This is an optimization exercise on Yosys and OpenROAD, whose aim is small area, a short achievable clock period and few clock cycles, not a production implementation.
No run shown here included a check of the RTL's function; only the layout flow was run.
Power is estimated from default activity; no workload was simulated.

==> flow/flow/run.sh <==
#!/bin/bash
set -euo pipefail
MARGIN=6.5
bash standard.sh synth > synth.log 2>&1
bash standard.sh SETUP_SLACK_MARGIN=$MARGIN finish > layout.log 2>&1
==> flow/standard.sh <==
#!/bin/bash
# synth_recipe.tcl (not shown) runs the flow's synth.tcl, then flattens the netlist and writes it again
# the make line also repeats each setting of config.mk as NAME=value (left out here)
make -C /OpenROAD-flow-scripts/flow DESIGN_CONFIG=/design/flow/config.mk WORK_HOME=/design/flow/orfs CLKGATE_MAP_FILE= SYNTH_SCRIPT=/design/flow/synth_recipe.tcl "${@:-finish}"
==> flow/config.mk <==
export PLATFORM = sky130hd
export DESIGN_NAME = mips
export DESIGN_NICKNAME = mips
export VERILOG_FILES = /design/flow/design.v
export SDC_FILE = /design/flow/constraint.sdc
export NUM_CORES = 8
export LEC_CHECK = 0
export CAP_MARGIN = 20
export CORE_MARGIN = 2
export CORE_UTILIZATION = 40
export SLEW_MARGIN = 20
export SYNTH_HIERARCHICAL = 1
export SYNTH_MINIMUM_KEEP_SIZE = 0
==> flow/constraint.sdc <==
create_clock -name core_clock -period 10.0 [get_ports {clk}]
set_input_delay 2.0000 -clock core_clock [delete_from_list [all_inputs] [get_ports {clk}]]
set_output_delay 2.0000 -clock core_clock [all_outputs]
set_load 0.01 [all_outputs]
==> flow/design.v <==
module ks_add32(input [31:0] a, input [31:0] b, input cin, output [31:0] s, output [31:0] p, output [31:0] g0);
	genvar i;
	generate for (i = 0; i < 32; i = i + 1) begin : pg
		g_ha h(.a(a[i]), .b(b[i]), .s(p[i]), .c(g0[i]));
	end endgenerate
	wire gc0;
	g_a21o c0(.a1(p[0]), .a2(cin), .b1(g0[0]), .y(gc0));
	wire G1_1;
	g_aoi21 uG1_1(.a1(p[1]), .a2(gc0), .b1(g0[1]), .y(G1_1));
	wire G1_2;
	g_aoi21 uG1_2(.a1(p[2]), .a2(g0[1]), .b1(g0[2]), .y(G1_2));
	wire P1_2;
	g_nand2 uP1_2(.a(p[2]), .b(p[1]), .y(P1_2));
	wire G1_3;
	g_aoi21 uG1_3(.a1(p[3]), .a2(g0[2]), .b1(g0[3]), .y(G1_3));
	wire P1_3;
	g_nand2 uP1_3(.a(p[3]), .b(p[2]), .y(P1_3));
	wire G1_4;
	g_aoi21 uG1_4(.a1(p[4]), .a2(g0[3]), .b1(g0[4]), .y(G1_4));
	wire P1_4;
	g_nand2 uP1_4(.a(p[4]), .b(p[3]), .y(P1_4));
	wire G1_5;
	g_aoi21 uG1_5(.a1(p[5]), .a2(g0[4]), .b1(g0[5]), .y(G1_5));
	wire P1_5;
	g_nand2 uP1_5(.a(p[5]), .b(p[4]), .y(P1_5));
	wire G1_6;
	g_aoi21 uG1_6(.a1(p[6]), .a2(g0[5]), .b1(g0[6]), .y(G1_6));
	wire P1_6;
	g_nand2 uP1_6(.a(p[6]), .b(p[5]), .y(P1_6));
	wire G1_7;
	g_aoi21 uG1_7(.a1(p[7]), .a2(g0[6]), .b1(g0[7]), .y(G1_7));
	wire P1_7;
	g_nand2 uP1_7(.a(p[7]), .b(p[6]), .y(P1_7));
	wire G1_8;
	g_aoi21 uG1_8(.a1(p[8]), .a2(g0[7]), .b1(g0[8]), .y(G1_8));
	wire P1_8;
	g_nand2 uP1_8(.a(p[8]), .b(p[7]), .y(P1_8));
	wire G1_9;
	g_aoi21 uG1_9(.a1(p[9]), .a2(g0[8]), .b1(g0[9]), .y(G1_9));
	wire P1_9;
	g_nand2 uP1_9(.a(p[9]), .b(p[8]), .y(P1_9));
	wire G1_10;
	g_aoi21 uG1_10(.a1(p[10]), .a2(g0[9]), .b1(g0[10]), .y(G1_10));
	wire P1_10;
	g_nand2 uP1_10(.a(p[10]), .b(p[9]), .y(P1_10));
	wire G1_11;
	g_aoi21 uG1_11(.a1(p[11]), .a2(g0[10]), .b1(g0[11]), .y(G1_11));
	wire P1_11;
	g_nand2 uP1_11(.a(p[11]), .b(p[10]), .y(P1_11));
	wire G1_12;
	g_aoi21 uG1_12(.a1(p[12]), .a2(g0[11]), .b1(g0[12]), .y(G1_12));
	wire P1_12;
	g_nand2 uP1_12(.a(p[12]), .b(p[11]), .y(P1_12));
	wire G1_13;
	g_aoi21 uG1_13(.a1(p[13]), .a2(g0[12]), .b1(g0[13]), .y(G1_13));
	wire P1_13;
	g_nand2 uP1_13(.a(p[13]), .b(p[12]), .y(P1_13));
	wire G1_14;
	g_aoi21 uG1_14(.a1(p[14]), .a2(g0[13]), .b1(g0[14]), .y(G1_14));
	wire P1_14;
	g_nand2 uP1_14(.a(p[14]), .b(p[13]), .y(P1_14));
	wire G1_15;
	g_aoi21 uG1_15(.a1(p[15]), .a2(g0[14]), .b1(g0[15]), .y(G1_15));
	wire P1_15;
	g_nand2 uP1_15(.a(p[15]), .b(p[14]), .y(P1_15));
	wire G1_16;
	g_aoi21 uG1_16(.a1(p[16]), .a2(g0[15]), .b1(g0[16]), .y(G1_16));
	wire P1_16;
	g_nand2 uP1_16(.a(p[16]), .b(p[15]), .y(P1_16));
	wire G1_17;
	g_aoi21 uG1_17(.a1(p[17]), .a2(g0[16]), .b1(g0[17]), .y(G1_17));
	wire P1_17;
	g_nand2 uP1_17(.a(p[17]), .b(p[16]), .y(P1_17));
	wire G1_18;
	g_aoi21 uG1_18(.a1(p[18]), .a2(g0[17]), .b1(g0[18]), .y(G1_18));
	wire P1_18;
	g_nand2 uP1_18(.a(p[18]), .b(p[17]), .y(P1_18));
	wire G1_19;
	g_aoi21 uG1_19(.a1(p[19]), .a2(g0[18]), .b1(g0[19]), .y(G1_19));
	wire P1_19;
	g_nand2 uP1_19(.a(p[19]), .b(p[18]), .y(P1_19));
	wire G1_20;
	g_aoi21 uG1_20(.a1(p[20]), .a2(g0[19]), .b1(g0[20]), .y(G1_20));
	wire P1_20;
	g_nand2 uP1_20(.a(p[20]), .b(p[19]), .y(P1_20));
	wire G1_21;
	g_aoi21 uG1_21(.a1(p[21]), .a2(g0[20]), .b1(g0[21]), .y(G1_21));
	wire P1_21;
	g_nand2 uP1_21(.a(p[21]), .b(p[20]), .y(P1_21));
	wire G1_22;
	g_aoi21 uG1_22(.a1(p[22]), .a2(g0[21]), .b1(g0[22]), .y(G1_22));
	wire P1_22;
	g_nand2 uP1_22(.a(p[22]), .b(p[21]), .y(P1_22));
	wire G1_23;
	g_aoi21 uG1_23(.a1(p[23]), .a2(g0[22]), .b1(g0[23]), .y(G1_23));
	wire P1_23;
	g_nand2 uP1_23(.a(p[23]), .b(p[22]), .y(P1_23));
	wire G1_24;
	g_aoi21 uG1_24(.a1(p[24]), .a2(g0[23]), .b1(g0[24]), .y(G1_24));
	wire P1_24;
	g_nand2 uP1_24(.a(p[24]), .b(p[23]), .y(P1_24));
	wire G1_25;
	g_aoi21 uG1_25(.a1(p[25]), .a2(g0[24]), .b1(g0[25]), .y(G1_25));
	wire P1_25;
	g_nand2 uP1_25(.a(p[25]), .b(p[24]), .y(P1_25));
	wire G1_26;
	g_aoi21 uG1_26(.a1(p[26]), .a2(g0[25]), .b1(g0[26]), .y(G1_26));
	wire P1_26;
	g_nand2 uP1_26(.a(p[26]), .b(p[25]), .y(P1_26));
	wire G1_27;
	g_aoi21 uG1_27(.a1(p[27]), .a2(g0[26]), .b1(g0[27]), .y(G1_27));
	wire P1_27;
	g_nand2 uP1_27(.a(p[27]), .b(p[26]), .y(P1_27));
	wire G1_28;
	g_aoi21 uG1_28(.a1(p[28]), .a2(g0[27]), .b1(g0[28]), .y(G1_28));
	wire P1_28;
	g_nand2 uP1_28(.a(p[28]), .b(p[27]), .y(P1_28));
	wire G1_29;
	g_aoi21 uG1_29(.a1(p[29]), .a2(g0[28]), .b1(g0[29]), .y(G1_29));
	wire P1_29;
	g_nand2 uP1_29(.a(p[29]), .b(p[28]), .y(P1_29));
	wire G1_30;
	g_aoi21 uG1_30(.a1(p[30]), .a2(g0[29]), .b1(g0[30]), .y(G1_30));
	wire P1_30;
	g_nand2 uP1_30(.a(p[30]), .b(p[29]), .y(P1_30));
	wire G1_31;
	g_aoi21 uG1_31(.a1(p[31]), .a2(g0[30]), .b1(g0[31]), .y(G1_31));
	wire P1_31;
	g_nand2 uP1_31(.a(p[31]), .b(p[30]), .y(P1_31));
	wire n_gc0; g_inv i_n_gc0(.a(gc0), .y(n_gc0));
	wire G2_2;
	g_oai21 uG2_2(.a1(P1_2), .a2(n_gc0), .b1(G1_2), .y(G2_2));
	wire G2_3;
	g_oai21 uG2_3(.a1(P1_3), .a2(G1_1), .b1(G1_3), .y(G2_3));
	wire G2_4;
	g_oai21 uG2_4(.a1(P1_4), .a2(G1_2), .b1(G1_4), .y(G2_4));
	wire P2_4;
	g_nor2 uP2_4(.a(P1_4), .b(P1_2), .y(P2_4));
	wire G2_5;
	g_oai21 uG2_5(.a1(P1_5), .a2(G1_3), .b1(G1_5), .y(G2_5));
	wire P2_5;
	g_nor2 uP2_5(.a(P1_5), .b(P1_3), .y(P2_5));
	wire G2_6;
	g_oai21 uG2_6(.a1(P1_6), .a2(G1_4), .b1(G1_6), .y(G2_6));
	wire P2_6;
	g_nor2 uP2_6(.a(P1_6), .b(P1_4), .y(P2_6));
	wire G2_7;
	g_oai21 uG2_7(.a1(P1_7), .a2(G1_5), .b1(G1_7), .y(G2_7));
	wire P2_7;
	g_nor2 uP2_7(.a(P1_7), .b(P1_5), .y(P2_7));
	wire G2_8;
	g_oai21 uG2_8(.a1(P1_8), .a2(G1_6), .b1(G1_8), .y(G2_8));
	wire P2_8;
	g_nor2 uP2_8(.a(P1_8), .b(P1_6), .y(P2_8));
	wire G2_9;
	g_oai21 uG2_9(.a1(P1_9), .a2(G1_7), .b1(G1_9), .y(G2_9));
	wire P2_9;
	g_nor2 uP2_9(.a(P1_9), .b(P1_7), .y(P2_9));
	wire G2_10;
	g_oai21 uG2_10(.a1(P1_10), .a2(G1_8), .b1(G1_10), .y(G2_10));
	wire P2_10;
	g_nor2 uP2_10(.a(P1_10), .b(P1_8), .y(P2_10));
	wire G2_11;
	g_oai21 uG2_11(.a1(P1_11), .a2(G1_9), .b1(G1_11), .y(G2_11));
	wire P2_11;
	g_nor2 uP2_11(.a(P1_11), .b(P1_9), .y(P2_11));
	wire G2_12;
	g_oai21 uG2_12(.a1(P1_12), .a2(G1_10), .b1(G1_12), .y(G2_12));
	wire P2_12;
	g_nor2 uP2_12(.a(P1_12), .b(P1_10), .y(P2_12));
	wire G2_13;
	g_oai21 uG2_13(.a1(P1_13), .a2(G1_11), .b1(G1_13), .y(G2_13));
	wire P2_13;
	g_nor2 uP2_13(.a(P1_13), .b(P1_11), .y(P2_13));
	wire G2_14;
	g_oai21 uG2_14(.a1(P1_14), .a2(G1_12), .b1(G1_14), .y(G2_14));
	wire P2_14;
	g_nor2 uP2_14(.a(P1_14), .b(P1_12), .y(P2_14));
	wire G2_15;
	g_oai21 uG2_15(.a1(P1_15), .a2(G1_13), .b1(G1_15), .y(G2_15));
	wire P2_15;
	g_nor2 uP2_15(.a(P1_15), .b(P1_13), .y(P2_15));
	wire G2_16;
	g_oai21 uG2_16(.a1(P1_16), .a2(G1_14), .b1(G1_16), .y(G2_16));
	wire P2_16;
	g_nor2 uP2_16(.a(P1_16), .b(P1_14), .y(P2_16));
	wire G2_17;
	g_oai21 uG2_17(.a1(P1_17), .a2(G1_15), .b1(G1_17), .y(G2_17));
	wire P2_17;
	g_nor2 uP2_17(.a(P1_17), .b(P1_15), .y(P2_17));
	wire G2_18;
	g_oai21 uG2_18(.a1(P1_18), .a2(G1_16), .b1(G1_18), .y(G2_18));
	wire P2_18;
	g_nor2 uP2_18(.a(P1_18), .b(P1_16), .y(P2_18));
	wire G2_19;
	g_oai21 uG2_19(.a1(P1_19), .a2(G1_17), .b1(G1_19), .y(G2_19));
	wire P2_19;
	g_nor2 uP2_19(.a(P1_19), .b(P1_17), .y(P2_19));
	wire G2_20;
	g_oai21 uG2_20(.a1(P1_20), .a2(G1_18), .b1(G1_20), .y(G2_20));
	wire P2_20;
	g_nor2 uP2_20(.a(P1_20), .b(P1_18), .y(P2_20));
	wire G2_21;
	g_oai21 uG2_21(.a1(P1_21), .a2(G1_19), .b1(G1_21), .y(G2_21));
	wire P2_21;
	g_nor2 uP2_21(.a(P1_21), .b(P1_19), .y(P2_21));
	wire G2_22;
	g_oai21 uG2_22(.a1(P1_22), .a2(G1_20), .b1(G1_22), .y(G2_22));
	wire P2_22;
	g_nor2 uP2_22(.a(P1_22), .b(P1_20), .y(P2_22));
	wire G2_23;
	g_oai21 uG2_23(.a1(P1_23), .a2(G1_21), .b1(G1_23), .y(G2_23));
	wire P2_23;
	g_nor2 uP2_23(.a(P1_23), .b(P1_21), .y(P2_23));
	wire G2_24;
	g_oai21 uG2_24(.a1(P1_24), .a2(G1_22), .b1(G1_24), .y(G2_24));
	wire P2_24;
	g_nor2 uP2_24(.a(P1_24), .b(P1_22), .y(P2_24));
	wire G2_25;
	g_oai21 uG2_25(.a1(P1_25), .a2(G1_23), .b1(G1_25), .y(G2_25));
	wire P2_25;
	g_nor2 uP2_25(.a(P1_25), .b(P1_23), .y(P2_25));
	wire G2_26;
	g_oai21 uG2_26(.a1(P1_26), .a2(G1_24), .b1(G1_26), .y(G2_26));
	wire P2_26;
	g_nor2 uP2_26(.a(P1_26), .b(P1_24), .y(P2_26));
	wire G2_27;
	g_oai21 uG2_27(.a1(P1_27), .a2(G1_25), .b1(G1_27), .y(G2_27));
	wire P2_27;
	g_nor2 uP2_27(.a(P1_27), .b(P1_25), .y(P2_27));
	wire G2_28;
	g_oai21 uG2_28(.a1(P1_28), .a2(G1_26), .b1(G1_28), .y(G2_28));
	wire P2_28;
	g_nor2 uP2_28(.a(P1_28), .b(P1_26), .y(P2_28));
	wire G2_29;
	g_oai21 uG2_29(.a1(P1_29), .a2(G1_27), .b1(G1_29), .y(G2_29));
	wire P2_29;
	g_nor2 uP2_29(.a(P1_29), .b(P1_27), .y(P2_29));
	wire G2_30;
	g_oai21 uG2_30(.a1(P1_30), .a2(G1_28), .b1(G1_30), .y(G2_30));
	wire P2_30;
	g_nor2 uP2_30(.a(P1_30), .b(P1_28), .y(P2_30));
	wire G2_31;
	g_oai21 uG2_31(.a1(P1_31), .a2(G1_29), .b1(G1_31), .y(G2_31));
	wire P2_31;
	g_nor2 uP2_31(.a(P1_31), .b(P1_29), .y(P2_31));
	wire G3_4;
	g_aoi21 uG3_4(.a1(P2_4), .a2(gc0), .b1(G2_4), .y(G3_4));
	wire n_G1_1; g_inv i_n_G1_1(.a(G1_1), .y(n_G1_1));
	wire G3_5;
	g_aoi21 uG3_5(.a1(P2_5), .a2(n_G1_1), .b1(G2_5), .y(G3_5));
	wire G3_6;
	g_aoi21 uG3_6(.a1(P2_6), .a2(G2_2), .b1(G2_6), .y(G3_6));
	wire G3_7;
	g_aoi21 uG3_7(.a1(P2_7), .a2(G2_3), .b1(G2_7), .y(G3_7));
	wire G3_8;
	g_aoi21 uG3_8(.a1(P2_8), .a2(G2_4), .b1(G2_8), .y(G3_8));
	wire P3_8;
	g_nand2 uP3_8(.a(P2_8), .b(P2_4), .y(P3_8));
	wire G3_9;
	g_aoi21 uG3_9(.a1(P2_9), .a2(G2_5), .b1(G2_9), .y(G3_9));
	wire P3_9;
	g_nand2 uP3_9(.a(P2_9), .b(P2_5), .y(P3_9));
	wire G3_10;
	g_aoi21 uG3_10(.a1(P2_10), .a2(G2_6), .b1(G2_10), .y(G3_10));
	wire P3_10;
	g_nand2 uP3_10(.a(P2_10), .b(P2_6), .y(P3_10));
	wire G3_11;
	g_aoi21 uG3_11(.a1(P2_11), .a2(G2_7), .b1(G2_11), .y(G3_11));
	wire P3_11;
	g_nand2 uP3_11(.a(P2_11), .b(P2_7), .y(P3_11));
	wire G3_12;
	g_aoi21 uG3_12(.a1(P2_12), .a2(G2_8), .b1(G2_12), .y(G3_12));
	wire P3_12;
	g_nand2 uP3_12(.a(P2_12), .b(P2_8), .y(P3_12));
	wire G3_13;
	g_aoi21 uG3_13(.a1(P2_13), .a2(G2_9), .b1(G2_13), .y(G3_13));
	wire P3_13;
	g_nand2 uP3_13(.a(P2_13), .b(P2_9), .y(P3_13));
	wire G3_14;
	g_aoi21 uG3_14(.a1(P2_14), .a2(G2_10), .b1(G2_14), .y(G3_14));
	wire P3_14;
	g_nand2 uP3_14(.a(P2_14), .b(P2_10), .y(P3_14));
	wire G3_15;
	g_aoi21 uG3_15(.a1(P2_15), .a2(G2_11), .b1(G2_15), .y(G3_15));
	wire P3_15;
	g_nand2 uP3_15(.a(P2_15), .b(P2_11), .y(P3_15));
	wire G3_16;
	g_aoi21 uG3_16(.a1(P2_16), .a2(G2_12), .b1(G2_16), .y(G3_16));
	wire P3_16;
	g_nand2 uP3_16(.a(P2_16), .b(P2_12), .y(P3_16));
	wire G3_17;
	g_aoi21 uG3_17(.a1(P2_17), .a2(G2_13), .b1(G2_17), .y(G3_17));
	wire P3_17;
	g_nand2 uP3_17(.a(P2_17), .b(P2_13), .y(P3_17));
	wire G3_18;
	g_aoi21 uG3_18(.a1(P2_18), .a2(G2_14), .b1(G2_18), .y(G3_18));
	wire P3_18;
	g_nand2 uP3_18(.a(P2_18), .b(P2_14), .y(P3_18));
	wire G3_19;
	g_aoi21 uG3_19(.a1(P2_19), .a2(G2_15), .b1(G2_19), .y(G3_19));
	wire P3_19;
	g_nand2 uP3_19(.a(P2_19), .b(P2_15), .y(P3_19));
	wire G3_20;
	g_aoi21 uG3_20(.a1(P2_20), .a2(G2_16), .b1(G2_20), .y(G3_20));
	wire P3_20;
	g_nand2 uP3_20(.a(P2_20), .b(P2_16), .y(P3_20));
	wire G3_21;
	g_aoi21 uG3_21(.a1(P2_21), .a2(G2_17), .b1(G2_21), .y(G3_21));
	wire P3_21;
	g_nand2 uP3_21(.a(P2_21), .b(P2_17), .y(P3_21));
	wire G3_22;
	g_aoi21 uG3_22(.a1(P2_22), .a2(G2_18), .b1(G2_22), .y(G3_22));
	wire P3_22;
	g_nand2 uP3_22(.a(P2_22), .b(P2_18), .y(P3_22));
	wire G3_23;
	g_aoi21 uG3_23(.a1(P2_23), .a2(G2_19), .b1(G2_23), .y(G3_23));
	wire P3_23;
	g_nand2 uP3_23(.a(P2_23), .b(P2_19), .y(P3_23));
	wire G3_24;
	g_aoi21 uG3_24(.a1(P2_24), .a2(G2_20), .b1(G2_24), .y(G3_24));
	wire P3_24;
	g_nand2 uP3_24(.a(P2_24), .b(P2_20), .y(P3_24));
	wire G3_25;
	g_aoi21 uG3_25(.a1(P2_25), .a2(G2_21), .b1(G2_25), .y(G3_25));
	wire P3_25;
	g_nand2 uP3_25(.a(P2_25), .b(P2_21), .y(P3_25));
	wire G3_26;
	g_aoi21 uG3_26(.a1(P2_26), .a2(G2_22), .b1(G2_26), .y(G3_26));
	wire P3_26;
	g_nand2 uP3_26(.a(P2_26), .b(P2_22), .y(P3_26));
	wire G3_27;
	g_aoi21 uG3_27(.a1(P2_27), .a2(G2_23), .b1(G2_27), .y(G3_27));
	wire P3_27;
	g_nand2 uP3_27(.a(P2_27), .b(P2_23), .y(P3_27));
	wire G3_28;
	g_aoi21 uG3_28(.a1(P2_28), .a2(G2_24), .b1(G2_28), .y(G3_28));
	wire P3_28;
	g_nand2 uP3_28(.a(P2_28), .b(P2_24), .y(P3_28));
	wire G3_29;
	g_aoi21 uG3_29(.a1(P2_29), .a2(G2_25), .b1(G2_29), .y(G3_29));
	wire P3_29;
	g_nand2 uP3_29(.a(P2_29), .b(P2_25), .y(P3_29));
	wire G3_30;
	g_aoi21 uG3_30(.a1(P2_30), .a2(G2_26), .b1(G2_30), .y(G3_30));
	wire P3_30;
	g_nand2 uP3_30(.a(P2_30), .b(P2_26), .y(P3_30));
	wire G3_31;
	g_aoi21 uG3_31(.a1(P2_31), .a2(G2_27), .b1(G2_31), .y(G3_31));
	wire P3_31;
	g_nand2 uP3_31(.a(P2_31), .b(P2_27), .y(P3_31));
	wire G4_8;
	g_oai21 uG4_8(.a1(P3_8), .a2(n_gc0), .b1(G3_8), .y(G4_8));
	wire G4_9;
	g_oai21 uG4_9(.a1(P3_9), .a2(G1_1), .b1(G3_9), .y(G4_9));
	wire n_G2_2; g_inv i_n_G2_2(.a(G2_2), .y(n_G2_2));
	wire G4_10;
	g_oai21 uG4_10(.a1(P3_10), .a2(n_G2_2), .b1(G3_10), .y(G4_10));
	wire n_G2_3; g_inv i_n_G2_3(.a(G2_3), .y(n_G2_3));
	wire G4_11;
	g_oai21 uG4_11(.a1(P3_11), .a2(n_G2_3), .b1(G3_11), .y(G4_11));
	wire G4_12;
	g_oai21 uG4_12(.a1(P3_12), .a2(G3_4), .b1(G3_12), .y(G4_12));
	wire G4_13;
	g_oai21 uG4_13(.a1(P3_13), .a2(G3_5), .b1(G3_13), .y(G4_13));
	wire G4_14;
	g_oai21 uG4_14(.a1(P3_14), .a2(G3_6), .b1(G3_14), .y(G4_14));
	wire G4_15;
	g_oai21 uG4_15(.a1(P3_15), .a2(G3_7), .b1(G3_15), .y(G4_15));
	wire G4_16;
	g_oai21 uG4_16(.a1(P3_16), .a2(G3_8), .b1(G3_16), .y(G4_16));
	wire P4_16;
	g_nor2 uP4_16(.a(P3_16), .b(P3_8), .y(P4_16));
	wire G4_17;
	g_oai21 uG4_17(.a1(P3_17), .a2(G3_9), .b1(G3_17), .y(G4_17));
	wire P4_17;
	g_nor2 uP4_17(.a(P3_17), .b(P3_9), .y(P4_17));
	wire G4_18;
	g_oai21 uG4_18(.a1(P3_18), .a2(G3_10), .b1(G3_18), .y(G4_18));
	wire P4_18;
	g_nor2 uP4_18(.a(P3_18), .b(P3_10), .y(P4_18));
	wire G4_19;
	g_oai21 uG4_19(.a1(P3_19), .a2(G3_11), .b1(G3_19), .y(G4_19));
	wire P4_19;
	g_nor2 uP4_19(.a(P3_19), .b(P3_11), .y(P4_19));
	wire G4_20;
	g_oai21 uG4_20(.a1(P3_20), .a2(G3_12), .b1(G3_20), .y(G4_20));
	wire P4_20;
	g_nor2 uP4_20(.a(P3_20), .b(P3_12), .y(P4_20));
	wire G4_21;
	g_oai21 uG4_21(.a1(P3_21), .a2(G3_13), .b1(G3_21), .y(G4_21));
	wire P4_21;
	g_nor2 uP4_21(.a(P3_21), .b(P3_13), .y(P4_21));
	wire G4_22;
	g_oai21 uG4_22(.a1(P3_22), .a2(G3_14), .b1(G3_22), .y(G4_22));
	wire P4_22;
	g_nor2 uP4_22(.a(P3_22), .b(P3_14), .y(P4_22));
	wire G4_23;
	g_oai21 uG4_23(.a1(P3_23), .a2(G3_15), .b1(G3_23), .y(G4_23));
	wire P4_23;
	g_nor2 uP4_23(.a(P3_23), .b(P3_15), .y(P4_23));
	wire G4_24;
	g_oai21 uG4_24(.a1(P3_24), .a2(G3_16), .b1(G3_24), .y(G4_24));
	wire P4_24;
	g_nor2 uP4_24(.a(P3_24), .b(P3_16), .y(P4_24));
	wire G4_25;
	g_oai21 uG4_25(.a1(P3_25), .a2(G3_17), .b1(G3_25), .y(G4_25));
	wire P4_25;
	g_nor2 uP4_25(.a(P3_25), .b(P3_17), .y(P4_25));
	wire G4_26;
	g_oai21 uG4_26(.a1(P3_26), .a2(G3_18), .b1(G3_26), .y(G4_26));
	wire P4_26;
	g_nor2 uP4_26(.a(P3_26), .b(P3_18), .y(P4_26));
	wire G4_27;
	g_oai21 uG4_27(.a1(P3_27), .a2(G3_19), .b1(G3_27), .y(G4_27));
	wire P4_27;
	g_nor2 uP4_27(.a(P3_27), .b(P3_19), .y(P4_27));
	wire G4_28;
	g_oai21 uG4_28(.a1(P3_28), .a2(G3_20), .b1(G3_28), .y(G4_28));
	wire P4_28;
	g_nor2 uP4_28(.a(P3_28), .b(P3_20), .y(P4_28));
	wire G4_29;
	g_oai21 uG4_29(.a1(P3_29), .a2(G3_21), .b1(G3_29), .y(G4_29));
	wire P4_29;
	g_nor2 uP4_29(.a(P3_29), .b(P3_21), .y(P4_29));
	wire G4_30;
	g_oai21 uG4_30(.a1(P3_30), .a2(G3_22), .b1(G3_30), .y(G4_30));
	wire P4_30;
	g_nor2 uP4_30(.a(P3_30), .b(P3_22), .y(P4_30));
	wire G4_31;
	g_oai21 uG4_31(.a1(P3_31), .a2(G3_23), .b1(G3_31), .y(G4_31));
	wire P4_31;
	g_nor2 uP4_31(.a(P3_31), .b(P3_23), .y(P4_31));
	wire G5_16;
	g_aoi21 uG5_16(.a1(P4_16), .a2(gc0), .b1(G4_16), .y(G5_16));
	wire G5_17;
	g_aoi21 uG5_17(.a1(P4_17), .a2(n_G1_1), .b1(G4_17), .y(G5_17));
	wire G5_18;
	g_aoi21 uG5_18(.a1(P4_18), .a2(G2_2), .b1(G4_18), .y(G5_18));
	wire G5_19;
	g_aoi21 uG5_19(.a1(P4_19), .a2(G2_3), .b1(G4_19), .y(G5_19));
	wire n_G3_4; g_inv i_n_G3_4(.a(G3_4), .y(n_G3_4));
	wire G5_20;
	g_aoi21 uG5_20(.a1(P4_20), .a2(n_G3_4), .b1(G4_20), .y(G5_20));
	wire n_G3_5; g_inv i_n_G3_5(.a(G3_5), .y(n_G3_5));
	wire G5_21;
	g_aoi21 uG5_21(.a1(P4_21), .a2(n_G3_5), .b1(G4_21), .y(G5_21));
	wire n_G3_6; g_inv i_n_G3_6(.a(G3_6), .y(n_G3_6));
	wire G5_22;
	g_aoi21 uG5_22(.a1(P4_22), .a2(n_G3_6), .b1(G4_22), .y(G5_22));
	wire n_G3_7; g_inv i_n_G3_7(.a(G3_7), .y(n_G3_7));
	wire G5_23;
	g_aoi21 uG5_23(.a1(P4_23), .a2(n_G3_7), .b1(G4_23), .y(G5_23));
	wire G5_24;
	g_aoi21 uG5_24(.a1(P4_24), .a2(G4_8), .b1(G4_24), .y(G5_24));
	wire G5_25;
	g_aoi21 uG5_25(.a1(P4_25), .a2(G4_9), .b1(G4_25), .y(G5_25));
	wire G5_26;
	g_aoi21 uG5_26(.a1(P4_26), .a2(G4_10), .b1(G4_26), .y(G5_26));
	wire G5_27;
	g_aoi21 uG5_27(.a1(P4_27), .a2(G4_11), .b1(G4_27), .y(G5_27));
	wire G5_28;
	g_aoi21 uG5_28(.a1(P4_28), .a2(G4_12), .b1(G4_28), .y(G5_28));
	wire G5_29;
	g_aoi21 uG5_29(.a1(P4_29), .a2(G4_13), .b1(G4_29), .y(G5_29));
	wire G5_30;
	g_aoi21 uG5_30(.a1(P4_30), .a2(G4_14), .b1(G4_30), .y(G5_30));
	wire G5_31;
	g_aoi21 uG5_31(.a1(P4_31), .a2(G4_15), .b1(G4_31), .y(G5_31));
	g_xor2 sx0(.a(p[0]), .b(cin), .y(s[0]));
	g_xor2 sx1(.a(p[1]), .b(gc0), .y(s[1]));
	g_xnor2 sx2(.a(p[2]), .b(G1_1), .y(s[2]));
	g_xor2 sx3(.a(p[3]), .b(G2_2), .y(s[3]));
	g_xor2 sx4(.a(p[4]), .b(G2_3), .y(s[4]));
	g_xnor2 sx5(.a(p[5]), .b(G3_4), .y(s[5]));
	g_xnor2 sx6(.a(p[6]), .b(G3_5), .y(s[6]));
	g_xnor2 sx7(.a(p[7]), .b(G3_6), .y(s[7]));
	g_xnor2 sx8(.a(p[8]), .b(G3_7), .y(s[8]));
	g_xor2 sx9(.a(p[9]), .b(G4_8), .y(s[9]));
	g_xor2 sx10(.a(p[10]), .b(G4_9), .y(s[10]));
	g_xor2 sx11(.a(p[11]), .b(G4_10), .y(s[11]));
	g_xor2 sx12(.a(p[12]), .b(G4_11), .y(s[12]));
	g_xor2 sx13(.a(p[13]), .b(G4_12), .y(s[13]));
	g_xor2 sx14(.a(p[14]), .b(G4_13), .y(s[14]));
	g_xor2 sx15(.a(p[15]), .b(G4_14), .y(s[15]));
	g_xor2 sx16(.a(p[16]), .b(G4_15), .y(s[16]));
	g_xnor2 sx17(.a(p[17]), .b(G5_16), .y(s[17]));
	g_xnor2 sx18(.a(p[18]), .b(G5_17), .y(s[18]));
	g_xnor2 sx19(.a(p[19]), .b(G5_18), .y(s[19]));
	g_xnor2 sx20(.a(p[20]), .b(G5_19), .y(s[20]));
	g_xnor2 sx21(.a(p[21]), .b(G5_20), .y(s[21]));
	g_xnor2 sx22(.a(p[22]), .b(G5_21), .y(s[22]));
	g_xnor2 sx23(.a(p[23]), .b(G5_22), .y(s[23]));
	g_xnor2 sx24(.a(p[24]), .b(G5_23), .y(s[24]));
	g_xnor2 sx25(.a(p[25]), .b(G5_24), .y(s[25]));
	g_xnor2 sx26(.a(p[26]), .b(G5_25), .y(s[26]));
	g_xnor2 sx27(.a(p[27]), .b(G5_26), .y(s[27]));
	g_xnor2 sx28(.a(p[28]), .b(G5_27), .y(s[28]));
	g_xnor2 sx29(.a(p[29]), .b(G5_28), .y(s[29]));
	g_xnor2 sx30(.a(p[30]), .b(G5_29), .y(s[30]));
	g_xnor2 sx31(.a(p[31]), .b(G5_30), .y(s[31]));
endmodule
module g_a222oi(input a1, a2, b1, b2, c1, c2, output y);
	assign y = ~((a1 & a2) | (b1 & b2) | (c1 & c2));
endmodule
module g_a22oi(input a1, a2, b1, b2, output y);
	assign y = ~((a1 & a2) | (b1 & b2));
endmodule
module g_a22o(input a1, a2, b1, b2, output y);
	assign y = (a1 & a2) | (b1 & b2);
endmodule
module g_a21o(input a1, a2, b1, output y);
	assign y = (a1 & a2) | b1;
endmodule
module g_aoi21(input a1, a2, b1, output y);
	assign y = ~((a1 & a2) | b1);
endmodule
module g_oai21(input a1, a2, b1, output y);
	assign y = ~((a1 | a2) & b1);
endmodule
module g_nand4(input a, b, c, d, output y);
	assign y = ~(a & b & c & d);
endmodule
module g_nand3(input a, b, c, output y);
	assign y = ~(a & b & c);
endmodule
module g_nand2(input a, b, output y);
	assign y = ~(a & b);
endmodule
module g_nor2(input a, b, output y);
	assign y = ~(a | b);
endmodule
module g_or3(input a, b, c, output y);
	assign y = a | b | c;
endmodule
module g_inv(input a, output y);
	assign y = ~a;
endmodule
module g_xor2(input a, b, output y);
	assign y = a ^ b;
endmodule
module g_xnor2(input a, b, output y);
	assign y = ~(a ^ b);
endmodule
module g_ha(input a, b, output s, c);
	assign s = a ^ b;
	assign c = a & b;
endmodule
module g_rd32(input [31:0] s, input [31:0] d, output q);
	wire [10:0] y;
	wire z0, z1, z2;
	genvar i;
	generate for (i = 0; i < 10; i = i + 1) begin : g
		g_a222oi u(.a1(s[3*i]), .a2(d[3*i]), .b1(s[3*i+1]), .b2(d[3*i+1]),
		           .c1(s[3*i+2]), .c2(d[3*i+2]), .y(y[i]));
	end endgenerate
	g_a22oi u10(.a1(s[30]), .a2(d[30]), .b1(s[31]), .b2(d[31]), .y(y[10]));
	g_nand4 n0(.a(y[0]), .b(y[1]), .c(y[2]), .d(y[3]), .y(z0));
	g_nand4 n1(.a(y[4]), .b(y[5]), .c(y[6]), .d(y[7]), .y(z1));
	g_nand3 n2(.a(y[8]), .b(y[9]), .c(y[10]), .y(z2));
	g_or3 o(.a(z0), .b(z1), .c(z2), .y(q));
endmodule
`timescale 1ns/1ns
module mips(
	input wire clk,
	input wire rst,
	output wire [31:0] INST_ADDR,
	input wire [31:0] INST_DATA,
	output wire [31:0] DMEM_ADDR,
	output wire DMEM_WE,
	output wire [31:0] DMEM_WDATA,
	input wire [31:0] DMEM_RDATA
	);
	reg  [31:0] pc;
	reg  [31:0] ras;
	reg         e_ld, e_st, e_br, e_bne, e_pred, e_jr;
	reg  [4:0]  e_rd;                    
	reg         e_fa, e_fb;              
	reg         x_b, x_bn, x_m, x_mn, x_i;
	reg         e_sub;                   
	reg         e_saf;                   
	reg         r_add, r_slt, r_and, r_or, r_xor, r_nor, r_srl, r_sll, r_b;
	reg         e_sra;
	reg  [4:0]  e_sa;
	reg  [31:0] e_a, e_b, e_imm, e_alt;
	reg         m_we, m_ld;
	reg  [4:0]  m_rd;
	reg  [31:0] m_res, m_wd;
	reg  [31:0] rf [1:31];
	reg  [31:1] rf_v;
	wire [31:0] a = e_fa ? m_res : e_a;
	wire [31:0] bf = e_fb ? m_res : e_b;             
	wire [31:0] bx = ({32{x_b}} & e_b) | ({32{x_bn}} & ~e_b)
	               | ({32{x_m}} & m_res) | ({32{x_mn}} & ~m_res)
	               | ({32{x_i}} & e_imm);
	wire [4:0]  sa = e_saf ? m_res[4:0] : e_sa;
	wire [31:0] sum, p, g;
	ks_add32 add(.a(a), .b(bx), .cin(e_sub), .s(sum), .p(p), .g0(g));
	wire [31:0] pg = p | g;                           
	function automatic [31:0] rev32(input [31:0] x);
		integer k;
		for (k = 0; k < 32; k = k + 1) rev32[k] = x[31-k];
	endfunction
	wire [31:0] sh_in = r_sll ? rev32(bx) : bx;
	wire        sh_fill = e_sra & bx[31];
	wire [32:0] sh_ext = $signed({sh_fill, sh_in}) >>> sa;
	wire [31:0] sr = sh_ext[31:0];
	wire [31:0] alu = ({32{r_add}} & sum)
	                | ({32{r_slt}} & {31'b0, sum[31]})
	                | ({32{r_and}} & g)
	                | ({32{r_or}}  & pg)
	                | ({32{r_xor}} & p)
	                | ({32{r_nor}} & ~pg)
	                | ({32{r_srl}} & sr)
	                | ({32{r_sll}} & rev32(sr))
	                | ({32{r_b}}   & bx);
	wire taken  = (a == bf) ^ e_bne;
	wire mis_br = e_br & (taken ^ e_pred);
	wire mis_jr = e_jr & (a != pc);
	wire mis    = mis_br | mis_jr;
	wire [31:0] redirect = e_jr ? a : e_alt;
	wire [31:0] m_val = m_ld ? DMEM_RDATA : m_res;
	wire m_w = (m_rd != 5'd0);
	assign DMEM_ADDR  = m_res;
	assign DMEM_WE    = m_we;
	assign DMEM_WDATA = m_wd;
	wire [31:0] ins = INST_DATA;
	assign INST_ADDR = pc;
	wire [5:0]  op  = ins[31:26];
	wire [4:0]  rs  = ins[25:21];
	wire [4:0]  rt  = ins[20:16];
	wire [4:0]  rdf = ins[15:11];
	wire [4:0]  shamt = ins[10:6];
	wire [5:0]  fn  = ins[5:0];
	wire [15:0] imm = ins[15:0];
	wire is_r    = (op == 6'd0);
	wire is_jr   = is_r & (fn == 6'b001000);
	wire is_jalr = is_r & (fn == 6'b001001);
	wire is_j    = (op == 6'd2);
	wire is_jal  = (op == 6'd3);
	wire is_beq  = (op == 6'd4);
	wire is_bne  = (op == 6'd5);
	wire is_br   = is_beq | is_bne;
	wire is_lw   = (op == 6'b100011);
	wire is_sw   = (op == 6'b101011);
	wire is_ia   = (op[5:3] == 3'b001);           
	wire is_lui  = (op == 6'b001111);
	wire sh_const = is_r & (fn == 6'd0 || fn == 6'd2 || fn == 6'd3);
	wire sh_var   = is_r & (fn == 6'd4 || fn == 6'd6 || fn == 6'd7);
	wire uses_rs = (is_r & ~sh_const) | (is_ia & ~is_lui) | is_lw | is_sw | is_br;
	wire uses_rt = (is_r & ~is_jalr) | is_sw | is_br;
	reg  [4:0] dst;
	always @(*) begin
		if (is_r) dst = is_jalr ? 5'd31 : rdf;
		else if (is_ia | is_lw) dst = rt;
		else if (is_jal) dst = 5'd31;
		else dst = 5'd0;
	end
	reg f_sub, f_add, f_slt, f_and, f_or, f_xor, f_nor, f_srl, f_sll, f_sra, f_b;
	always @(*) begin
		{f_sub, f_add, f_slt, f_and, f_or, f_xor, f_nor, f_srl, f_sll, f_sra, f_b} = 11'b0;
		if (is_r) begin
			case (fn)
				6'b100000, 6'b100001: f_add = 1'b1;
				6'b100010, 6'b100011: begin f_add = 1'b1; f_sub = 1'b1; end
				6'b101010, 6'b101011: begin f_slt = 1'b1; f_sub = 1'b1; end
				6'b100100: f_and = 1'b1;
				6'b100101: f_or = 1'b1;
				6'b100110: f_xor = 1'b1;
				6'b100111: f_nor = 1'b1;
				6'b000000, 6'b000100: f_sll = 1'b1;
				6'b000010, 6'b000110: f_srl = 1'b1;
				6'b000011, 6'b000111: begin f_srl = 1'b1; f_sra = 1'b1; end
				6'b001001: f_b = 1'b1;                  
				default: f_and = 1'b1;                  
			endcase
		end else begin
			case (op)
				6'b001000, 6'b001001, 6'b100011, 6'b101011: f_add = 1'b1;
				6'b001010, 6'b001011: begin f_slt = 1'b1; f_sub = 1'b1; end
				6'b001100: f_and = 1'b1;
				6'b001101: f_or = 1'b1;
				6'b001110: f_xor = 1'b1;
				default: f_b = 1'b1;                    
			endcase
		end
	end
	wire sext = (op == 6'b001000) | (op == 6'b001010) | is_lw | is_sw | is_br;
	wire [31:0] pc4 = pc + 32'd4;
	wire [31:0] immv = is_lui ? {imm, 16'b0} :
	                   (is_jal | is_jalr) ? pc4 :
	                   {{16{sext & imm[15]}}, imm};
	wire ui = ~((is_r & ~is_jalr) | is_br);
	wire rs_m = m_w & (rs == m_rd);
	wire rt_m = m_w & (rt == m_rd);
	wire [31:1] rf_en;
	genvar gk, gb;
	generate for (gk = 1; gk < 32; gk = gk + 1) begin : en
		assign rf_en[gk] = rf_v[gk] & (m_rd != gk);
	end endgenerate
	wire [31:0] sel_a, sel_b;
	generate for (gk = 1; gk < 32; gk = gk + 1) begin : sel
		assign sel_a[gk-1] = (rs == gk) & rf_en[gk];
		assign sel_b[gk-1] = (rt == gk) & rf_en[gk];
	end endgenerate
	assign sel_a[31] = rs_m;
	assign sel_b[31] = rt_m;
	wire [31:0] rs_val, rt_val;
	generate for (gb = 0; gb < 32; gb = gb + 1) begin : rdp
		wire [31:0] d;
		for (gk = 1; gk < 32; gk = gk + 1) begin : c
			assign d[gk-1] = rf[gk][gb];
		end
		assign d[31] = m_val[gb];
		g_rd32 ua(.s(sel_a), .d(d), .q(rs_val[gb]));
		g_rd32 ub(.s(sel_b), .d(d), .q(rt_val[gb]));
	end endgenerate
	wire e_w = (e_rd != 5'd0);
	wire rs_e = e_w & (rs == e_rd);
	wire rt_e = e_w & (rt == e_rd);
	wire stall = e_ld & ((uses_rs & rs_e) | (uses_rt & rt_e));
	wire adv = ~stall & ~mis;         
	wire pred_t = is_bne | (is_beq & imm[15]);
	wire [31:0] btgt = {pc[31:2] + {{14{imm[15]}}, imm} + 30'd1, pc[1:0]};
	reg [31:0] npc;
	always @(*) begin
		if (is_j | is_jal) npc = {pc4[31:28], ins[25:0], 2'b00};
		else if (is_br & pred_t) npc = btgt;
		else if (is_jr) npc = ras;
		else npc = pc4;
	end
	always @(posedge clk or posedge rst) begin
		if (rst) begin
			pc <= 32'b0;
			ras <= 32'b0;
		end else begin
			if (mis) pc <= redirect;
			else if (~stall) pc <= npc;
			if (is_jal | is_jalr) ras <= pc4;
		end
	end
	always @(posedge clk or posedge rst) begin
		if (rst) begin
			{e_ld, e_st, e_br, e_bne, e_pred, e_jr} <= 6'b0;
			e_rd <= 5'd0;
			m_we <= 1'b0;
			m_ld <= 1'b0;
			m_rd <= 5'd0;
		end else begin
			if (adv) begin
				e_ld <= is_lw;
				e_st <= is_sw;
				e_br <= is_br;
				e_bne <= is_bne;
				e_pred <= pred_t;
				e_jr <= is_jr | is_jalr;
				e_rd <= dst;
			end else begin
				{e_ld, e_st, e_br, e_bne, e_pred, e_jr} <= 6'b0;
				e_rd <= 5'd0;
			end
			m_we <= e_st;
			m_ld <= e_ld;
			m_rd <= e_rd;
		end
	end
	always @(posedge clk) begin
		e_fa  <= rs_e;
		e_fb  <= rt_e;
		x_b   <= ~ui & ~rt_e & ~f_sub;
		x_bn  <= ~ui & ~rt_e & f_sub;
		x_m   <= ~ui & rt_e & ~f_sub;
		x_mn  <= ~ui & rt_e & f_sub;
		x_i   <= ui;
		e_sub <= f_sub;
		e_saf <= sh_var & rs_e;
		e_sa  <= sh_var ? rs_val[4:0] : shamt;
		r_add <= f_add;
		r_slt <= f_slt;
		r_and <= f_and;
		r_or  <= f_or;
		r_xor <= f_xor;
		r_nor <= f_nor;
		r_srl <= f_srl;
		r_sll <= f_sll;
		e_sra <= f_sra;
		r_b   <= f_b;
		e_a   <= rs_val;
		e_b   <= rt_val;
		e_imm <= f_sub ? ~immv : immv;
		e_alt <= pred_t ? pc4 : btgt;
		m_res <= alu;
		m_wd  <= bf;
	end
	always @(posedge clk or posedge rst) begin
		if (rst) rf_v <= 31'b0;
		else if (m_w) rf_v[m_rd] <= 1'b1;
	end
	generate for (gk = 1; gk < 32; gk = gk + 1) begin : wr
		wire we = (m_rd == gk);
		wire wen = ~we;
		for (gb = 0; gb < 32; gb = gb + 1) begin : b
			wire nx;
			g_a22o m(.a1(we), .a2(m_val[gb]), .b1(wen), .b2(rf[gk][gb]), .y(nx));
			always @(posedge clk) rf[gk][gb] <= nx;
		end
	end endgenerate
endmodule
==> flow_summary.ini, run 1 <==
[status]
status = complete, no violations

[layout]
fill_cells = 13170
synthToLayoutAreaGrowth_pct = 33.38
drive_gt1_share_pct = 28.08
nets = 6933
multi_input_area_mm2 = 0.03815
regArea_mm2 = 0.02719
fin_area_mm2 = 0.08261
fin_util_pct = 53.69

[setup_path]
cp-start-kind = primary input
rr_startpoint = e_fa
cp-end-kind = flop
max_stage_delay_ps = 390
crit_fanout = 3
cpMostUsedCell = o211ai_1
path_buf_inv = 4
cp_top_family = compound AO/OA/AOI/OAI gates
crit_required_ps = 10690
slowest_stage = a32oi_2
crit_type = primary input to flop
arrival_ps = 4640
crit_start = INST_DATA[0]
cp_cell_sequence = buf_12 -> clkinv_8 -> ha_4 -> inv_2 -> fa_2 -> a211oi_2 -> o211ai_1 -> a32oi_2 -> buf_4 -> o211ai_1 -> xnor2_2 -> o211ai_1 -> a22oi_1 -> o21ai_1

[floorplanning]
die_w_um = 397.5
core_area_mm2 = 0.1539
io_pins = 163
dieHeight_um = 397.5
die-area_mm2 = 0.1580
start_util_pct = 40.25
num_rows = 144

[logic_synthesis]
synth_nets = 6156
synthCells = 6015
syn_area_mm2 = 0.06194
ys_ff_latch = 1321
synthArstFlopShare_pct = 8.554
synth_flop_cell = dfxtp_1
synth-seq-area-share_pct = 43.61
synth-edff-count = 0
synth_cell_types = 84
ys_warn_count = 9
synth_area_per_cell_um2 = 10.30

[power_and_ir_drop]
ir_drop_mv = 0.1663
total_power_mw = 15.54
p_leak_nw = 32.02
cellPowerDensity_mw_per_mm2 = 188.1

[global_routing]
grt_max_degree = 74
overflow = 0
grt_pass1_wl_um = 451800
track_usage_pct = 39.21
grt_pass1_vias = 59860
grt_antenna_before_repair = 15

[place]
dp_hpwl_um = 193700
gp_congestion = 0.9957
dpl_cell_area_mm2 = 0.06809
port_buffers = 162

[min_path]
hold_path.class = flop to flop
hold_path.startpoint = e_st

[sta]
finalHoldViolCount = 0
final.period_utilization_pct = 39.52
tightest_slew_ps = 1162
maxSlewViolCount = 0
setup_violations = 0
tns_ps = 0
slew_headroom_pct = 22.44
grt_setup_unrepaired = yes
max_freq_mhz = 253.1
finClkSkew_ps = 46.38
fin_crit_ps = 3952

[cts]
hold_buffers = 0
cts_buffer_depth = 3
root_buffer = clkbuf_16
clkTransAtPathRegs_ps = 70
clkSinkCount = 1321
ctsHtreeMaxLevel = 4
cts_tree = yes
insertion_delay_ps = 820
cts_buffers = 142

[drt]
dr.pass1.iters = 14
antenna_left = 0
vias = 67280
wl_um = 338300
drt_iter0_markers = 16120
wl_per_cell_um = 37.74
via_per_inst = 7.505
drc = 0

[flow_run]
cap_viol_max_count = 0
## through the flow
stage	instances	worst slack, ps	hold slack [ps]
6_report	8964	6048	348.7
4_1_cts	8761	6182	351.3
5_1_grt	8951	5974	358.7
2_1_floorplan	6015	5577	331.2
3_5_place_dp	8218	4163	337.1
3_3_place_gp	8218	4197	340.7
## Yosys stat by module (local to each module, per instance), a selection
module / flip-flops and latches / cells inside / cell area, µm² / copies in the design
g_aoi21: 0 / 1 / 8.758 / 72
g_ha: 0 / 1 / 12.51 / 32
g_a21o: 0 / 1 / 7.507 / 1
g_nand2: 0 / 1 / 3.754 / 52
g_a222oi: 0 / 1 / 10.01 / 640
g_a22o: 0 / 1 / 8.758 / 992
g_nor2: 0 / 1 / 3.754 / 42
g_a22oi: 0 / 1 / 12.51 / 64
g_inv: 0 / 1 / 3.754 / 8
g_oai21: 0 / 1 / 5.005 / 52
g_nand3: 0 / 1 / 5.005 / 64
mips: 1321 / 3772 / 42560 / 1
g_xor2: 0 / 1 / 8.758 / 12
g_nand4: 0 / 1 / 6.256 / 128
g_or3: 0 / 1 / 6.256 / 64
g_xnor2: 0 / 1 / 8.758 / 20
## cell usage in the layout, fill, tap and decap left out, drive strengths merged, types with 29 or more instances in the layout
master         count
mux2i            145
xnor2            155
mux2              75
nand4            155
o211ai            59
a221oi            45
buf              707
o21ai            191
o21bai            37
nand3            150
nor4              38
a222oi           642
o221ai            29
nand2            384
dlygate4sd2       47
dfrtp            113
nor2             281
inv              124
ha                74
dfxtp           1208
xor2              72
clkbuf           230
clkinv            33
a211oi            30
a22o             994
clkdlybuf4s50     33
a21oi            211
nor3              95
or3               77
a22oi            116
## final timing paths
path                                end  slack (ps)  cells after the start
worst max-delay path             pc[22]        6050                     14
worst min-delay path               m_we         350                      0
worst max register to register    pc[5]        6280                     14
worst min register to register     m_we         350                      0
max in group asynchronous        pc[17]        6690                      4
min in group asynchronous       ras[29]        1780                      3
## area by class of cell
type,instances,area share (%)
Clock inverter,52,0.8073
Multi-Input combinational cell,4354,46.18
Timing Repair Buffer,848,11.20
Sequential cell,1321,32.91
Clock buffer,206,5.150
Tap cell,2044,3.096
Inverter,125,0.6104
Antenna cell,14,0.04241
## worst register-to-register path, delay by kind of cell (launching register included)
kind / cells / cell delay [ps]
simple gates: 2 / 990
xor+xnor: 1 / 160
buf+inv: 5 / 750
compound gates: 5 / 910
mux: 1 / 360
flops: 1 / 430
## registers in the layout (all words and copies together), names as in the netlist, 5 cells and up
| signal | flops |
|---|---|
| rf | 992 |
| e_a | 32 |
| e_alt | 32 |
| e_b | 32 |
| e_imm | 32 |
| m_res | 32 |
| m_wd | 32 |
| pc | 32 |
| ras | 32 |
| rf_v | 31 |
| e_rd | 5 |
| e_sa | 5 |
| m_rd | 5 |
## power by group
group	leakage (nW)	internal [mW]	switching, mW
clock	2.42	3.26	2.40
combinational	18.4	1.53	2.06
sequential	11.2	5.84	0.458
total	32.0	10.6	4.91
## cells in the mapped netlist, types with 28 or more instances
library cell / n / area [µm²]
a211oi_1: 30 / 225.2
a21oi_1: 139 / 695.7
a21oi_2: 72 / 630.6
a221oi_1: 43 / 376.6
a222oi_1: 642 / 6426
a22o_1: 994 / 8706
a22oi_1: 52 / 390.4
a22oi_2: 64 / 800.8
buf_2: 34 / 170.2
clkbuf_1: 155 / 581.8
dfrtp_1: 113 / 2828
dfxtp_1: 1208 / 24180
ha_1: 74 / 925.9
inv_1: 122 / 457.9
mux2_2: 75 / 844.6
mux2i_1: 143 / 1431
nand2_1: 384 / 1441
nand2b_1: 28 / 175.2
nand3_1: 150 / 750.7
nand4_1: 155 / 969.7
nor2_1: 281 / 1055
nor3_1: 93 / 465.5
nor4_1: 31 / 193.9
o211ai_1: 58 / 435.4
o21ai_0: 134 / 670.6
o21ai_1: 57 / 285.3
o21bai_1: 37 / 277.8
o221ai_1: 29 / 254.0
or3_1: 77 / 481.7
xnor2_1: 155 / 1358
xor2_1: 72 / 630.6
## what timing repair did
action                     in CTS  in global routing
resized for setup            1063                462
setup endpoints to repair     415                216
pin swaps                     253                315
buffers inserted              252                162
cloned                         33                 27
## cells by family (layout without fill, tap and decap cells)
logic type / count (synthesis) / count (layout) / share of synthesized area, %
other: 0 / 14 / 0
multiplexers: 245 / 245 / 4.628
AND/OR/NAND/NOR: 1299 / 1299 / 10.17
flip-flops: 1321 / 1321 / 43.61
XOR/XNOR: 227 / 227 / 3.210
adder cells (fa/ha/maj): 75 / 75 / 1.527
buffers and inverters: 343 / 1231 / 2.250
AO/OA/AOI/OAI: 2505 / 2508 / 34.60
## routing by layer
metal	track usage (%)	vias to the layer above	wire length [µm]
li1	-	26750	-
met1	50.05	32670	120700
met2	54.59	6398	134100
met3	13.25	1463	51640
met4	28.90	6	31730
met5	0	-	50
==> run 2, diff against run 1 <==
==> flow/run.sh (new file) <==
#!/bin/bash
# synth_recipe.tcl (not shown) runs the flow's synth.tcl, then flattens the netlist and writes it again
# the make line also repeats each setting of config.mk as NAME=value (left out here)
make -C /OpenROAD-flow-scripts/flow DESIGN_CONFIG=/design/flow/config.mk WORK_HOME=/design/flow/orfs CLKGATE_MAP_FILE= SYNTH_SCRIPT=/design/flow/synth_recipe.tcl finish
--- a/flow/config.mk
+++ b/flow/config.mk
@@ -8,6 +8,7 @@
 export CAP_MARGIN = 20
 export CORE_MARGIN = 2
 export CORE_UTILIZATION = 40
+export SETUP_SLACK_MARGIN = 5
 export SLEW_MARGIN = 20
 export SYNTH_HIERARCHICAL = 1
 export SYNTH_MINIMUM_KEEP_SIZE = 0
removed: flow/flow/run.sh
removed: flow/standard.sh
==> run 2 against run 1 <==
  * Cell count is 5.6% lower
  * First-iteration DRC count is 16% lower
  * Still clean on timing, DRC and antenna
  * Non-clock buffer count is 478 lower
  * Clock power is 4.6% lower
  * Sequential power is 2% higher
  * Clock skew is 3.7 ps lower
  * Hold slack better by 9.2 ps
  * Critical endpoint is now m_res[23]
  * Highest routed layer unchanged
  * Fmax is 22% lower
==> flow_summary.ini, run 2 <==
[layout]
fin_util_pct = 47.06
layout_common_cells = dfxtp_1, a22o_1, a222oi_1, nand2_1, nor2_1
fill_cells = 14420
largest_register_ffs = 992
final_common_cell = dfxtp_1
drive_gt1_share_pct = 12.89
regMostFlops = rf
synthToLayoutAreaGrowth_pct = 16.92
nets = 6451

[logic_synthesis]
ys_ff_latch = 1321
syn_area_mm2 = 0.06194
yosys-top-cells-count = dfxtp_1, a22o_1, a222oi_1, nand2_1, nor2_1
synthArstFlopShare_pct = 8.554
synth_top_area_cell = dfxtp_1
yosys.cell_count.top_type = dfxtp_1
ys_warn_count = 9
synth_cell_types = 84
netlist_top_cells_area = dfxtp_1, a22o_1, a222oi_1, dfrtp_1, nand2_1
synth-seq-area-share_pct = 43.61
synth_flop_cell = dfxtp_1
synthCells = 6015
synth-edff-count = 0
synth_area_per_cell_um2 = 10.30
synth.top_cell.area_share_pct = 39.05
synth_nets = 6156

[floorplanning]
core_area_mm2 = 0.1539
dieHeight_um = 397.5
io_pins = 163
die_w_um = 397.5
start_util_pct = 40.25
num_rows = 144
die-area_mm2 = 0.1580

[cts]
clkTransAtPathRegs_ps = 60
cts_buffer_depth = 3
cts_tree = yes
hold_buffers = 0
root_buffer = clkbuf_16
clkSinkCount = 1321
insertion_delay_ps = 810
ctsHtreeMaxLevel = 4
post_cts_buffers = 0
cts_buffers = 141

[sta]
tightest_slew_ps = 1259
slew_headroom_pct = 15.98
final.period_utilization_pct = 50.68
grt_setup_unrepaired = yes
maxSlewViolCount = 0
max_freq_mhz = 197.3
fin_crit_ps = 5068
finClkSkew_ps = 42.72
tns_ps = 0
setup_violations = 0
finalHoldViolCount = 0

[setup_path]
max_stage_delay_ps = 1150
cp_cell_sequence = mux2i_1 -> nand3_1 -> ha_1 -> nand2_1 -> nor2_1 -> nand2_1 -> o21ai_1 -> a21oi_2 -> xnor2_1 -> a221oi_1 -> o221ai_1 -> nor2_1 -> o21ai_0
cp-end-kind = flop
slowest_stage = dfxtp_1
cp.depth = 13
cp_top_family = compound AO/OA/AOI/OAI gates
rrSetupSlack_ps = 4930
cp-start-kind = flop
crit_type = flop to flop
crit_required_ps = 10650
ff2ff_path_depth = 13
crit_fanout = 7
timing.rr.end = m_res[23]
path_buf_inv = 0
arrival_ps = 5720
rr_startpoint = m_res[19]

[global_routing]
track_usage_pct = 36.77
grt_antenna_before_repair = 10
overflow = 0
grt_pass1_wl_um = 427900
grt_max_degree = 74
grt_pass1_vias = 57620

[min_path]
hold_path.startpoint = e_st
hold_path.class = flop to flop
min_to = m_we
min_path_cells = 0

[status]
status = complete, no violations

[power_and_ir_drop]
cellPowerDensity_mw_per_mm2 = 199.0
ir_drop_mv = 0.1638
p_leak_nw = 27.42

[drt]
via_per_inst = 7.372
vias = 62410
drc = 0
wl_um = 305000
dr.pass1.iters = 14
wl_per_cell_um = 36.03
antenna_left = 0
drt_iter0_markers = 13490

[flow_run]
cap_viol_max_count = 0

[place]
port_buffers = 162
dp_hpwl_um = 192300
gp_congestion = 1.068
## run 2: cell counts after synthesis
Identical to the previous run, type by type.
## run 2: cell families (layout without fill, tap and decap cells)
kind of cell,Yosys count,count (layout),share of synthesized area [%]
simple gates,1299,1299,10.17
flops,1321,1321,43.61
other cells,0,4,0
fa+ha+maj,75,75,1.527
mux,245,245,4.628
buf+inv,343,745,2.250
compound gates,2505,2505,34.60
xor+xnor,227,227,3.210
## run 2: final cells by class
cell class | instances | area [µm²] | share of cell area [%]
multi-input combinational | 4351 | 34470 | 47.60
sequential | 1321 | 27020 | 37.31
clock buffer | 205 | 4099 | 5.660
timing repair buffer | 370 | 3193 | 4.409
tap | 2044 | 2557 | 3.532
clock inverter | 45 | 589.3 | 0.8138
inverter | 125 | 474.2 | 0.6549
antenna | 4 | 10.01 | 0.01382
## run 2: stage by stage
step	power, mW	instances	setup WS [ps]	area [µm²]	hold WS [ps]
final	14.41	8465	4932	72410	358.0
after global routing	14.89	8461	4992	72400	363.9
after CTS	14.33	8461	4957	72300	363.6
after detailed placement	8.993	8211	3819	67540	349.7
after global placement	8.969	8211	3860	67530	335.1
after floorplan	7.997	6015	5013	62140	331.2
## run 2: worst max path at each step
stage                             from   endpoint  slack, ps
after floorplan                    rst      e_bne       5010
after global placement    INST_DATA[1]     pc[27]       3860
after detailed placement  INST_DATA[1]     pc[27]       3820
after CTS                 INST_DATA[1]     pc[27]       4960
after global routing              e_fa  m_res[23]       4990
final                        m_res[19]  m_res[23]       4930
## run 2: per-layer routing
metal | vias to the layer above | wire length (µm) | global-route usage [%]
met5 | - | 33 | 0.09080
met3 | 937 | 40690 | 11.23
li1 | 25730 | - | -
met4 | 6 | 24480 | 24.93
met1 | 30700 | 113400 | 47.02
met2 | 5039 | 126300 | 53.00
## run 2: Yosys stat by module, one instance, submodules excluded, a selection
module	cells	times used	flip-flops and latches	cell area [µm²]
g_xnor2	1	20	0	8.758
g_or3	1	64	0	6.256
mips	3772	1	1321	42560
g_inv	1	8	0	3.754
g_nand4	1	128	0	6.256
g_aoi21	1	72	0	8.758
g_a222oi	1	640	0	10.01
## run 2: what timing repair did
action	CTS	global route
resized for setup	18	27
pin swaps	0	3
endpoints found under the setup margin	31	36
## run 2: worst register-to-register path: stages (launching register included)
cell and delay (ps):
dfxtp_1 1150, mux2i_1 290, nand3_1 380, ha_1 590, nand2_1 130, nor2_1 310
nand2_1 190, o21ai_1 180, a21oi_2 90, xnor2_1 140, a221oi_1 840, o221ai_1 400
nor2_1 160, o21ai_0 90
## run 2: where the power goes
group	switching (mW)	leakage [nW]	internal [mW]	total (mW)
combinational	1.49	13.9	1.08	2.57
sequential	0.616	11.3	5.83	6.45
clock	2.34	2.30	3.06	5.39
total	4.44	27.4	9.97	14.4

[separate check: timing with driven ports]
In the flow no input, the clock included, has a driving cell. The finished layouts below were timed again as built, in two steps. Step 1 sets driving cells, clkbuf_16 on the clock port and buf_2 on the other inputs (assumed; they add their load-dependent delay and slew). Step 2 also shifts input and output timing later by t, the mid clock arrival at the registers, as if the neighbouring blocks saw the same clock. Slacks: ideal ports / drivers / drivers and shift; pairs: ideal ports / drivers.
| run | shift t [ns] | setup WS [ns] | worst hold slack (ns) | worst setup path at the end | clock arrival spread, ns |
|---|---|---|---|---|---|
| run 1 | 0.883 | 6.048 / 6.072 / 5.190 | 0.349 / 0.349 / 0.349 | input to register | 0.047 / 0.047 |
| run 2 | 0.873 | 4.932 / 4.932 / 4.116 | 0.358 / 0.358 / 0.358 | input to register | 0.044 / 0.044 |
After both steps every run listed still meets setup and hold. For run 1, which loses most, drivers alone change the setup slack by +0.024 ns; drivers and shift together by -0.858 ns.
